This design comes from an exercise in tuning for small area and a short achievable clock period on the open sky130 flow, not from production work.
Function was checked by simulation only, so behaviour that the tests miss may differ from the original.

==> inputs of job 8039 <==
Design ntt_butterfly, start of the top module:
module ntt_butterfly
#(
    parameter REG_SIZE = 23
)
(
    input  wire                 clk,
    input  wire                 reset_n,
    input  wire                 zeroize,
    input  wire [2:0]           mode,
    input  wire                 accumulate,
    input  wire                 mlkem,
    input  wire  [REG_SIZE-1:0] opu_i,
    input  wire  [REG_SIZE-1:0] opv_i,
    input  wire  [REG_SIZE-1:0] opw_i,
    output logic [REG_SIZE-1:0] u_o,
    output logic [REG_SIZE-1:0] v_o,
    output logic [REG_SIZE-1:0] pwm_res_o,
    output logic [REG_SIZE-1:0] pairwm_mul_red_o
);
==> flow/config.mk <==
export PLATFORM = sky130hd
export DESIGN_NAME = ntt_butterfly
export DESIGN_NICKNAME = ntt_butterfly
export VERILOG_FILES = /design/flow/design.v
export SDC_FILE = /design/flow/constraint.sdc
export NUM_CORES = 4
export LEC_CHECK = 0
export ABC_AREA = 1
export CAP_MARGIN = 20
export CORE_MARGIN = 2
export CORE_UTILIZATION = 40
export SETUP_SLACK_MARGIN = 5
export SLEW_MARGIN = 20
==> flow/constraint.sdc <==
create_clock -name core_clock -period 13.0 [get_ports {clk}]
set_input_delay 2.6000 -clock core_clock [delete_from_list [all_inputs] [get_ports {clk}]]
set_output_delay 2.6000 -clock core_clock [all_outputs]
set_load 0.01 [all_outputs]
standard.sh (not shown) runs the stock make flow with config.mk's settings and CLKGATE_MAP_FILE= SYNTH_SCRIPT=/design/flow/synth_recipe.tcl, a recipe that flattens the netlist after the stock synthesis.
==> flow/flow/run.sh <==
#!/bin/bash
# Standard layout; the port buffers use the smallest buffer cell (the resizer
# still upsizes any that timing or slew needs).
set -euo pipefail
bash standard.sh SETUP_SLACK_MARGIN=5.5 "BUFFER_PORTS_ARGS=-buffer_cell sky130_fd_sc_hd__buf_1" finish > standard.log 2>&1
==> job 3714 (differences from job 8039) <==
--- a/flow/design.v
+++ b/flow/design.v
@@ -42,27 +42,27 @@
     wire [22:0]  ax = share ? c_d : opu_i;
     wire [22:0]  ay = share ? red : opv_i;
     wire [24:0] s_a = {2'b0, ax} + {2'b0, ay};                  
     wire [24:0] s_m = {2'b0, ax} + {2'b0, ay} + qn;             
     wire [24:0] d_a = {2'b0, ax} + {2'b11, ~ay} + 25'd1;        
     wire [24:0] d_p = {2'b0, ax} + {2'b11, ~ay} + 25'd1 + q1;   
     wire [22:0] addm = s_m[24] ? s_a[22:0] : s_m[22:0];        
     wire [22:0] subm = d_a[24] ? d_p[22:0] : d_a[22:0];        
-    wire [22:0] a_n = m_gs ? subm : opv_i;
-    wire [22:0] b_n = (m_ct | m_gs) ? opw_i : opu_i;
+    wire [22:0] a_n = m_ct ? opv_i : m_gs ? subm : opu_i;
+    wire [22:0] b_n = (m_ct | m_gs) ? opw_i : opv_i;
     logic [22:0] c_n;
     always_comb begin
         case (mode_r)
             CT:      c_n = opu_i;
             GS:      c_n = addm;
             PWM:     c_n = opw_i;
             PWA:     c_n = addm;
             PWS:     c_n = subm;
-            default: c_n = addm;           
+            default: c_n = '0;
         endcase
     end
     wire [24:0] bx = {1'b0, b_n, 1'b0};
     logic [11:0] bone_n, btwo_n, bneg_n;
     always_comb begin
         for (int j = 0; j < 12; j++) begin
             bone_n[j] = bx[2*j+1] ^ bx[2*j];
             btwo_n[j] = (bx[2*j+2] & ~bx[2*j+1] & ~bx[2*j]) | (~bx[2*j+2] & bx[2*j+1] & bx[2*j]);
==> flow/flow/run.sh (replaced) <==
#!/bin/bash
# Standard layout, with repair_timing aiming for a larger setup slack margin.
set -euo pipefail
bash standard.sh SETUP_SLACK_MARGIN=6.5 finish > standard.log 2>&1
Settings changed: SETUP_SLACK_MARGIN 5 to unset.
==> job 1414 (differences from job 8039) <==
--- a/flow/design.v
+++ b/flow/design.v
@@ -42,27 +42,27 @@
     wire [22:0]  ax = share ? c_d : opu_i;
     wire [22:0]  ay = share ? red : opv_i;
     wire [24:0] s_a = {2'b0, ax} + {2'b0, ay};                  
     wire [24:0] s_m = {2'b0, ax} + {2'b0, ay} + qn;             
     wire [24:0] d_a = {2'b0, ax} + {2'b11, ~ay} + 25'd1;        
     wire [24:0] d_p = {2'b0, ax} + {2'b11, ~ay} + 25'd1 + q1;   
     wire [22:0] addm = s_m[24] ? s_a[22:0] : s_m[22:0];        
     wire [22:0] subm = d_a[24] ? d_p[22:0] : d_a[22:0];        
-    wire [22:0] a_n = m_gs ? subm : opv_i;
-    wire [22:0] b_n = (m_ct | m_gs) ? opw_i : opu_i;
+    wire [22:0] a_n = m_ct ? opv_i : m_gs ? subm : opu_i;
+    wire [22:0] b_n = (m_ct | m_gs) ? opw_i : opv_i;
     logic [22:0] c_n;
     always_comb begin
         case (mode_r)
             CT:      c_n = opu_i;
             GS:      c_n = addm;
             PWM:     c_n = opw_i;
             PWA:     c_n = addm;
             PWS:     c_n = subm;
-            default: c_n = addm;           
+            default: c_n = '0;
         endcase
     end
     wire [24:0] bx = {1'b0, b_n, 1'b0};
     logic [11:0] bone_n, btwo_n, bneg_n;
     always_comb begin
         for (int j = 0; j < 12; j++) begin
             bone_n[j] = bx[2*j+1] ^ bx[2*j];
             btwo_n[j] = (bx[2*j+2] & ~bx[2*j+1] & ~bx[2*j]) | (~bx[2*j+2] & bx[2*j+1] & bx[2*j]);
==> flow/flow/run.sh (replaced) <==
#!/bin/bash
# Standard layout; the port buffers use the smallest buffer cell (the resizer
# still upsizes any that timing or slew needs).
set -euo pipefail
bash standard.sh SETUP_SLACK_MARGIN=6 "BUFFER_PORTS_ARGS=-buffer_cell sky130_fd_sc_hd__buf_1" finish > standard.log 2>&1
==> qor summary <==
item	job 8039	job 3714	job 1414
Floorplan die height	311.7 microns	313.8 microns	313.8 microns
Worst setup startpoint	bone_r[2]	bneg_r[8]	a_r[19]
DR WL met3	15940 microns	19870 microns	18650 microns
Clock buffers created by TritonCTS	27	25	25
Via/cell ratio	5.596	5.682	5.670
Biggest cell delay along the critical path	0.59 ns	0.67 ns	0.69 ns
Instance count after placement with tap cells included	6643	6741	6746
Placement Rows	112	113	113
Crit path required time	13.44 ns	13.41 ns	13.44 ns
Crit path buf inv count	9	5	8
Compound-cell area share of the yosys netlist	15.61%	15.86%	15.86%
Share of cell area taken by muxes after synthesis	0.05945%	0.05865%	0.05865%
Global-route usage over all layers	30.79%	33.85%	33.93%
DIE AREA	97180 sq um	98500 sq um	98500 sq um
Stages on worst setup path	34	30	30
GP Congestion	1.042	1.034	1.019
WL/cell	22.81 microns	23.97 microns	24.51 microns
Final core utilization	48.41%	56.04%	50.73%
Number of nets in the final layout	6341	6745	6541
Highest net fanout along the worst path	6	20	5
Worst reg2reg endpoint	t_c[8]	t_c[7]	t_c[14]
Antenna Cells	1	0	3
Sequential element share of the synthesized area	13.48%	13.29%	13.29%
Top cell type's share of synthesized area	17.86%	17.62%	17.62%
Run status	timing/DRC/antenna clean	timing/DRC/antenna clean	timing/DRC/antenna clean

afterwards: timing with drivers on the ports:
No port has a modelled driver above. Below, the same layouts with a new extraction and two added sets of constraints. Step 1 assumes that a clkbuf_16 drives the clock port and a buf_2 every other input. Step 2 times the ports against the registers' clock, not the clock port: input delays grow and output delays shrink by t, the midpoint of the rising clock arrivals with the driver on. Slacks: ideal / step 1 / step 2; pairs: ideal / step 1.
| run | shift t [ns] | setup slack, ns | worst setup path after step 2 |
|---|---|---|---|
| job 8039 | 0.653 | 5.569 / 5.569 / 5.569 | register to register |
| job 3714 | 0.629 | 5.302 / 5.302 / 5.302 | register to register |
| job 1414 | 0.674 | 5.301 / 5.301 / 5.301 | register to register |
After both steps setup and hold are still met in every run listed.
